Source: an optimization exercise on an open RTL-to-GDS flow (aim: small area and a short achievable clock period). Production flows keep margins and buffers that such runs may drop. Where RTL was checked, it was by simulation tests only, not by an equivalence proof against the original. Power and IR drop assume default switching activity.

==> inputs of trial 89 <==
Design FPadd, start of the top module:
module FPadd (
    input         ADD_SUB,
    input  [31:0] FP_A,
    input  [31:0] FP_B,
    input         clk,
    output reg [31:0] FP_Z
);
    integer i, l;
    wire [7:0]  eA = FP_A[30:23], eB = FP_B[30:23];
    wire        zA = ~|eA, zB = ~|eB;
    wire        ffA = &eA, ffB = &eB;
    wire        lowA = ~|eA[7:1], lowB = ~|eB[7:1];
    reg  [7:0]  elt, eeq;
    always @* begin
        elt = ~eA & eB;
        eeq = ~(eA ^ eB);
        for (l = 0; (1 << l) < 8; l = l + 1)
            for (i = 0; i < 8; i = i + 1)
                if (((i >> l) & 1) == 1) begin
                    elt[i] = elt[i] | (eeq[i] & elt[((i >> l) << l) - 1]);
                    eeq[i] = eeq[i] & eeq[((i >> l) << l) - 1];
                end
    end
    wire        dneg = elt[7] & ~lowB;
    wire        deq  = (eA == eB) | (lowA & lowB);
    wire [7:0]  dAB = eA - eB;
    wire [7:0]  dBA = eB - eA;
    wire        c   = zA ^ zB;
    wire [2:0]  hA = eA[7:5], hB = eB[7:5];
    wire        geAB = (eA[4:0] >= eB[4:0]), geBA = (eB[4:0] >= eA[4:0]);
    wire        h2AB = ({1'b0, hA} >= {1'b0, hB} + 4'd2), h2BA = ({1'b0, hB} >= {1'b0, hA} + 4'd2);
    wire        h1AB = ({1'b0, hA} == {1'b0, hB} + 4'd1), h1BA = ({1'b0, hB} == {1'b0, hA} + 4'd1);
    wire        zAB  = h2AB | (h1AB & geAB);
    wire        zBA  = h2BA | (h1BA & geBA);
    wire [23:0] mA = {~zA, FP_A[22:0]}, mB = {~zB, FP_B[22:0]};
    reg  [23:0] lt, eqv;
    always @* begin
        lt  = ~mA & mB;
        eqv = ~(mA ^ mB);
        for (l = 0; (1 << l) < 24; l = l + 1)
            for (i = 0; i < 24; i = i + 1)
                if (((i >> l) & 1) == 1) begin
                    lt[i]  = lt[i] | (eqv[i] & lt[((i >> l) << l) - 1]);
                    eqv[i] = eqv[i] & eqv[((i >> l) << l) - 1];
                end
    end
    wire        swp = dneg | (deq & lt[23]);
    wire        xB  = FP_B[31] ^ ~ADD_SUB;
    reg  [23:0] ma1, mb1;
    reg         sa1, sub1, c1, swp1, shz1, nan1;
    reg  [4:0]  sh1;
    reg  [7:0]  e1;
    always @(posedge clk) begin
        ma1   <= mA;
        mb1   <= mB;
        sa1   <= FP_A[31];
        sub1  <= FP_A[31] ^ xB;
        c1    <= c;
        swp1  <= swp;
        sh1   <= elt[7] ? dBA[4:0] : dAB[4:0];
        shz1  <= elt[7] ? zBA : zAB;
        e1    <= elt[7] ? eB : eA;
  ...
export LEC_CHECK = 0
export CAP_MARGIN = 20
export CORE_MARGIN = 2
export CORE_UTILIZATION = 55
export CTS_BUF_LIST = sky130_fd_sc_hd__clkbuf_8
export SETUP_SLACK_MARGIN = 4.3
export SLEW_MARGIN = 20
create_clock -name core_clock -period 7.0 [get_ports {clk}]
standard.sh (not shown) runs the stock make flow with config.mk's settings and CLKGATE_MAP_FILE= SYNTH_SCRIPT=/design/flow/synth_recipe.tcl, a recipe that flattens the netlist after the stock synthesis.
==> flow/flow/run.sh <==
#!/bin/bash
# The standard layout (standard.sh: the standard ORFS synthesis through
# finish, unchanged) with two differences in how the layout is made:
#  - the buffers that global placement puts on every input and output port
#    are buf_2 cells instead of the default pick (clkdlybuf4s50_1, a slow
#    clock-delay cell);
#  - clock tree synthesis inserts no dummy loads.
set -euo pipefail
cd "$(dirname "$0")/.."
export BUFFER_PORTS_ARGS="-buffer_cell sky130_fd_sc_hd__buf_2"
export CTS_ARGS="-sink_clustering_enable -repair_clock_nets -dont_use_dummy_load -buf_list sky130_fd_sc_hd__clkbuf_8 -sink_clustering_size 16 -sink_clustering_max_diameter 80"
bash standard.sh > standard.log 2>&1
==> trial 46: changes against trial 89 <==
--- a/flow/design.v
+++ b/flow/design.v
@@ -8,32 +8,22 @@
     integer i, l;
     wire [7:0]  eA = FP_A[30:23], eB = FP_B[30:23];
     wire        zA = ~|eA, zB = ~|eB;
     wire        ffA = &eA, ffB = &eB;
     wire        lowA = ~|eA[7:1], lowB = ~|eB[7:1];
-    reg  [7:0]  elt, eeq;
-    always @* begin
-        elt = ~eA & eB;
-        eeq = ~(eA ^ eB);
-        for (l = 0; (1 << l) < 8; l = l + 1)
-            for (i = 0; i < 8; i = i + 1)
-                if (((i >> l) & 1) == 1) begin
-                    elt[i] = elt[i] | (eeq[i] & elt[((i >> l) << l) - 1]);
-                    eeq[i] = eeq[i] & eeq[((i >> l) << l) - 1];
-                end
-    end
-    wire        dneg = elt[7] & ~lowB;
+    wire        dneg = (eA < eB) & ~lowB;
     wire        deq  = (eA == eB) | (lowA & lowB);
     wire [7:0]  dAB = eA - eB;
     wire [7:0]  dBA = eB - eA;
     wire        c   = zA ^ zB;
     wire [2:0]  hA = eA[7:5], hB = eB[7:5];
     wire        geAB = (eA[4:0] >= eB[4:0]), geBA = (eB[4:0] >= eA[4:0]);
+    wire        eqL  = (eA[4:0] == eB[4:0]);
     wire        h2AB = ({1'b0, hA} >= {1'b0, hB} + 4'd2), h2BA = ({1'b0, hB} >= {1'b0, hA} + 4'd2);
     wire        h1AB = ({1'b0, hA} == {1'b0, hB} + 4'd1), h1BA = ({1'b0, hB} == {1'b0, hA} + 4'd1);
-    wire        zAB  = h2AB | (h1AB & geAB);
-    wire        zBA  = h2BA | (h1BA & geBA);
+    wire        zAB  = h2AB | (h1AB & geAB & ~(c & eqL));
+    wire        zBA  = h2BA | (h1BA & geBA & ~(c & eqL));
     wire [23:0] mA = {~zA, FP_A[22:0]}, mB = {~zB, FP_B[22:0]};
     reg  [23:0] lt, eqv;
     always @* begin
         lt  = ~mA & mB;
         eqv = ~(mA ^ mB);
@@ -45,29 +35,31 @@
                 end
     end
     wire        swp = dneg | (deq & lt[23]);
     wire        xB  = FP_B[31] ^ ~ADD_SUB;
     reg  [23:0] ma1, mb1;
-    reg         sa1, sub1, c1, swp1, shz1, nan1;
-    reg  [4:0]  sh1;
+    reg         sa1, sub1, c1, swp1, zab1, zba1, nan1;
+    reg  [4:0]  dab1, dba1;
     reg  [7:0]  e1;
     always @(posedge clk) begin
         ma1   <= mA;
         mb1   <= mB;
         sa1   <= FP_A[31];
         sub1  <= FP_A[31] ^ xB;
         c1    <= c;
         swp1  <= swp;
-        sh1   <= elt[7] ? dBA[4:0] : dAB[4:0];
-        shz1  <= elt[7] ? zBA : zAB;
-        e1    <= elt[7] ? eB : eA;
+        dab1  <= dAB[4:0];
+        dba1  <= dBA[4:0];
+        zab1  <= zAB;
+        zba1  <= zBA;
+        e1    <= (eA < eB) ? eB : eA;
         nan1  <= (ffA & |FP_A[22:0]) | (ffB & |FP_B[22:0]) | (ffA & ffB & ~ADD_SUB);
     end
     wire [23:0] L0  = swp1 ? mb1 : ma1;
     wire [23:0] S0  = swp1 ? (ma1 ^ {24{sub1}}) : (mb1 ^ {24{sub1}});
-    wire [4:0]  sh  = sh1 - {4'd0, c1};
-    wire        shz = shz1;
+    wire [4:0]  sh  = (swp1 ? dba1 : dab1) - {4'd0, c1};
+    wire        shz = swp1 ? zba1 : zab1;
     wire [57:0] sw  = {{31{sub1}}, S0, {3{sub1}}} >> sh;
     wire [26:0] sal = shz ? {27{sub1}} : sw[26:0];
     reg  [23:0] l2;
     reg  [26:0] s2al;
     reg  [7:0]  e2;
--- a/flow/config.mk
+++ b/flow/config.mk
@@ -5,9 +5,9 @@
 export SDC_FILE = /design/flow/constraint.sdc
 export NUM_CORES = 4
 export LEC_CHECK = 0
 export CAP_MARGIN = 20
 export CORE_MARGIN = 2
-export CORE_UTILIZATION = 55
+export CORE_UTILIZATION = 40
 export CTS_BUF_LIST = sky130_fd_sc_hd__clkbuf_8
 export SETUP_SLACK_MARGIN = 4.3
 export SLEW_MARGIN = 20
==> build 77: changes against trial 89 <==
--- a/flow/design.v
+++ b/flow/design.v
@@ -7,11 +7,10 @@
 );
     integer i, l;
     wire [7:0]  eA = FP_A[30:23], eB = FP_B[30:23];
     wire        zA = ~|eA, zB = ~|eB;
     wire        ffA = &eA, ffB = &eB;
-    wire        lowA = ~|eA[7:1], lowB = ~|eB[7:1];
     reg  [7:0]  elt, eeq;
     always @* begin
         elt = ~eA & eB;
         eeq = ~(eA ^ eB);
         for (l = 0; (1 << l) < 8; l = l + 1)
@@ -19,55 +18,53 @@
                 if (((i >> l) & 1) == 1) begin
                     elt[i] = elt[i] | (eeq[i] & elt[((i >> l) << l) - 1]);
                     eeq[i] = eeq[i] & eeq[((i >> l) << l) - 1];
                 end
     end
-    wire        dneg = elt[7] & ~lowB;
-    wire        deq  = (eA == eB) | (lowA & lowB);
-    wire [7:0]  dAB = eA - eB;
-    wire [7:0]  dBA = eB - eA;
+    wire [4:0]  dAB = eA[4:0] - eB[4:0];
     wire        c   = zA ^ zB;
     wire [2:0]  hA = eA[7:5], hB = eB[7:5];
     wire        geAB = (eA[4:0] >= eB[4:0]), geBA = (eB[4:0] >= eA[4:0]);
     wire        h2AB = ({1'b0, hA} >= {1'b0, hB} + 4'd2), h2BA = ({1'b0, hB} >= {1'b0, hA} + 4'd2);
     wire        h1AB = ({1'b0, hA} == {1'b0, hB} + 4'd1), h1BA = ({1'b0, hB} == {1'b0, hA} + 4'd1);
     wire        zAB  = h2AB | (h1AB & geAB);
     wire        zBA  = h2BA | (h1BA & geBA);
     wire [23:0] mA = {~zA, FP_A[22:0]}, mB = {~zB, FP_B[22:0]};
-    reg  [23:0] lt, eqv;
+    reg  [30:0] lt, eqv;
     always @* begin
-        lt  = ~mA & mB;
-        eqv = ~(mA ^ mB);
-        for (l = 0; (1 << l) < 24; l = l + 1)
-            for (i = 0; i < 24; i = i + 1)
+        lt  = ~FP_A[30:0] & FP_B[30:0];
+        eqv = ~(FP_A[30:0] ^ FP_B[30:0]);
+        for (l = 0; (1 << l) < 31; l = l + 1)
+            for (i = 0; i < 31; i = i + 1)
                 if (((i >> l) & 1) == 1) begin
                     lt[i]  = lt[i] | (eqv[i] & lt[((i >> l) << l) - 1]);
                     eqv[i] = eqv[i] & eqv[((i >> l) << l) - 1];
                 end
     end
-    wire        swp = dneg | (deq & lt[23]);
+    wire        swp = lt[30];
     wire        xB  = FP_B[31] ^ ~ADD_SUB;
     reg  [23:0] ma1, mb1;
-    reg         sa1, sub1, c1, swp1, shz1, nan1;
-    reg  [4:0]  sh1;
+    reg         sa1, sub1, c1, swp1, zab1, zba1, ii1;
+    reg  [4:0]  dab1;
     reg  [7:0]  e1;
     always @(posedge clk) begin
         ma1   <= mA;
         mb1   <= mB;
         sa1   <= FP_A[31];
         sub1  <= FP_A[31] ^ xB;
         c1    <= c;
         swp1  <= swp;
-        sh1   <= elt[7] ? dBA[4:0] : dAB[4:0];
-        shz1  <= elt[7] ? zBA : zAB;
+        dab1  <= dAB[4:0];
+        zab1  <= zAB;
+        zba1  <= zBA;
         e1    <= elt[7] ? eB : eA;
-        nan1  <= (ffA & |FP_A[22:0]) | (ffB & |FP_B[22:0]) | (ffA & ffB & ~ADD_SUB);
+        ii1   <= ffA & ffB & ~ADD_SUB;   
     end
     wire [23:0] L0  = swp1 ? mb1 : ma1;
     wire [23:0] S0  = swp1 ? (ma1 ^ {24{sub1}}) : (mb1 ^ {24{sub1}});
-    wire [4:0]  sh  = sh1 - {4'd0, c1};
-    wire        shz = shz1;
+    wire [4:0]  sh  = swp1 ? (~dab1 + {4'd0, ~c1}) : (dab1 - {4'd0, c1});
+    wire        shz = swp1 ? zba1 : zab1;
     wire [57:0] sw  = {{31{sub1}}, S0, {3{sub1}}} >> sh;
     wire [26:0] sal = shz ? {27{sub1}} : sw[26:0];
     reg  [23:0] l2;
     reg  [26:0] s2al;
     reg  [7:0]  e2;
@@ -76,11 +73,11 @@
         l2    <= L0;
         s2al  <= sal;
         e2    <= e1;
         sl2   <= sa1 ^ (swp1 & sub1);
         sub2  <= sub1;
-        nan2  <= nan1;
+        nan2  <= ii1 | ((e1 == 8'hFF) & |L0[22:0]);
     end
     wire [27:0] xo = {1'b0, l2, 3'b000};
     wire [27:0] yo = {sub2, s2al};
     reg  [27:0] g, p;
     always @* begin
==> flow/flow/run.sh (replaced) <==
#!/bin/bash
# The standard layout (standard.sh: the standard ORFS synthesis through
# finish, unchanged) with two differences in how the layout is made:
#  - the buffers that global placement puts on every input and output port
#    are buf_2 cells instead of the default pick (clkdlybuf4s50_1, a slow
#    clock-delay cell);
#  - clock tree synthesis builds the tree from clkbuf_8 cells, clusters up to
#    16 flip-flops within 80 um on each leaf buffer, and inserts no dummy
#    loads.
# standard.sh's output goes to standard.log here; ORFS keeps each step's full
# log under orfs/logs/.
set -euo pipefail
cd "$(dirname "$0")/.."
export BUFFER_PORTS_ARGS="-buffer_cell sky130_fd_sc_hd__buf_2"
export CTS_ARGS="-sink_clustering_enable -repair_clock_nets -dont_use_dummy_load -buf_list sky130_fd_sc_hd__clkbuf_8 -sink_clustering_size 16 -sink_clustering_max_diameter 80"
bash standard.sh > standard.log 2>&1
==> flow/config.mk (replaced) <==
export PLATFORM = sky130hd
export DESIGN_NAME = FPadd
export DESIGN_NICKNAME = FPadd
export VERILOG_FILES = /design/flow/design.v
export SDC_FILE = /design/flow/constraint.sdc
export NUM_CORES = 4
export LEC_CHECK = 0
export ABC_AREA = 1
export CAP_MARGIN = 20
export CORE_MARGIN = 2
export CORE_UTILIZATION = 40
export CTS_BUF_LIST = sky130_fd_sc_hd__clkbuf_8
export SETUP_SLACK_MARGIN = 4.3
export SLEW_MARGIN = 20
==> qor summary <==
| metric | trial 89 | trial 46 | build 77 |
|---|---|---|---|
| Routing usage on met1 | 28.9% | 21.6% | 23.4% |
| Internal power of the cells | 3.58 mW | 3.61 mW | 3.49 mW |
| Non-clock buffer total of the final layout | 136 | 125 | 108 |
| CP Capture Point | shz1 | e1[6] | e1[4] |
| Status | finished clean | finished clean | finished clean |
| Half-perimeter wire length of the detailed placement result | 25.3 mm | 24.4 mm | 29.2 mm |
| Cell area after synthesis | 13,800 um^2 | 13,800 um^2 | 14,500 um^2 |
| Area enclosed by the die boundary | 26,400 um^2 | 36,100 um^2 | 37,700 um^2 |
| Post-synthesis share of cell area spent on and, or, nand and nor gates | 14.9% | 13.3% | 32.3% |
| Req. time, crit path | 7.43 ns | 7.46 ns | 7.46 ns |
| Clock Network Area Fraction | 1.87% | 1.94% | 1.93% |
| Reported combinational group power | 2.61 mW | 2.55 mW | 2.93 mW |
| Compound-gate portion of the synthesized area | 12.0% | 11.5% | 8.96% |
| Reg2Reg Depth | 8 | 10 | 10 |
| Number of placed cells counting well taps | 1,823 | 1,900 | 2,515 |
| Cell area power density | 382 nW/um^2 | 375 nW/um^2 | 398 nW/um^2 |
| Area taken by multi-input logic gates | 7970 um^2 | 7910 um^2 | 7720 um^2 |
| Per-instance average area after synthesis | 9.52 um^2 | 9.88 um^2 | 7.17 um^2 |
| Number of gates on the worst path with buffers counted | 11 | 12 | 8 |
| Layout Area Growth over Synthesis | 12.0% | 13.0% | 8.39% |
| Share of the synthesized area in the top cell type | 40.5% | 41.1% | 38.8% |
| Maximum fanout along the worst path | 6 | 4 | 16 |
| Multi-input logic portion of the cell area | 51.6% | 50.6% | 49.3% |
| Last weighted congestion value of the routability-driven placer | 0.912 | 0.917 | 0.898 |
| Routed Wire Length | 32.8 mm | 31.7 mm | 36.7 mm |
For trial 89, only the layout was checked, not whether the RTL still works.

[port drivers added, routing unchanged]
How much do the figures lean on ideal ports? The routed layouts below were timed once more, with nothing changed but the port constraints. Step 1 sets driving cells, clkbuf_16 on the clock port and buf_2 on the other inputs (assumed; they add their load-dependent delay and slew). Step 2 adds t to the input delays and takes it off the output delays; t is the mean of the earliest and latest rising clock arrival at the registers after step 1. Input paths then give back, and output paths get back, about the clock's delay inside the block. a / b / c = ideal ports / drivers / drivers and shift; a / b = the first two.
run	shift t [ns]	slack for setup (ns)	worst setup path after step 2
trial 89	0.575	4.214 / 4.193 / 3.618	input to register
trial 46	0.570	4.364 / 4.375 / 3.806	input to register
build 77	0.612	4.552 / 4.545 / 3.959	input to register
After both steps every run listed still meets setup and hold. For trial 89, which loses most, drivers alone change the setup slack by -0.021 ns; drivers and shift together by -0.596 ns.
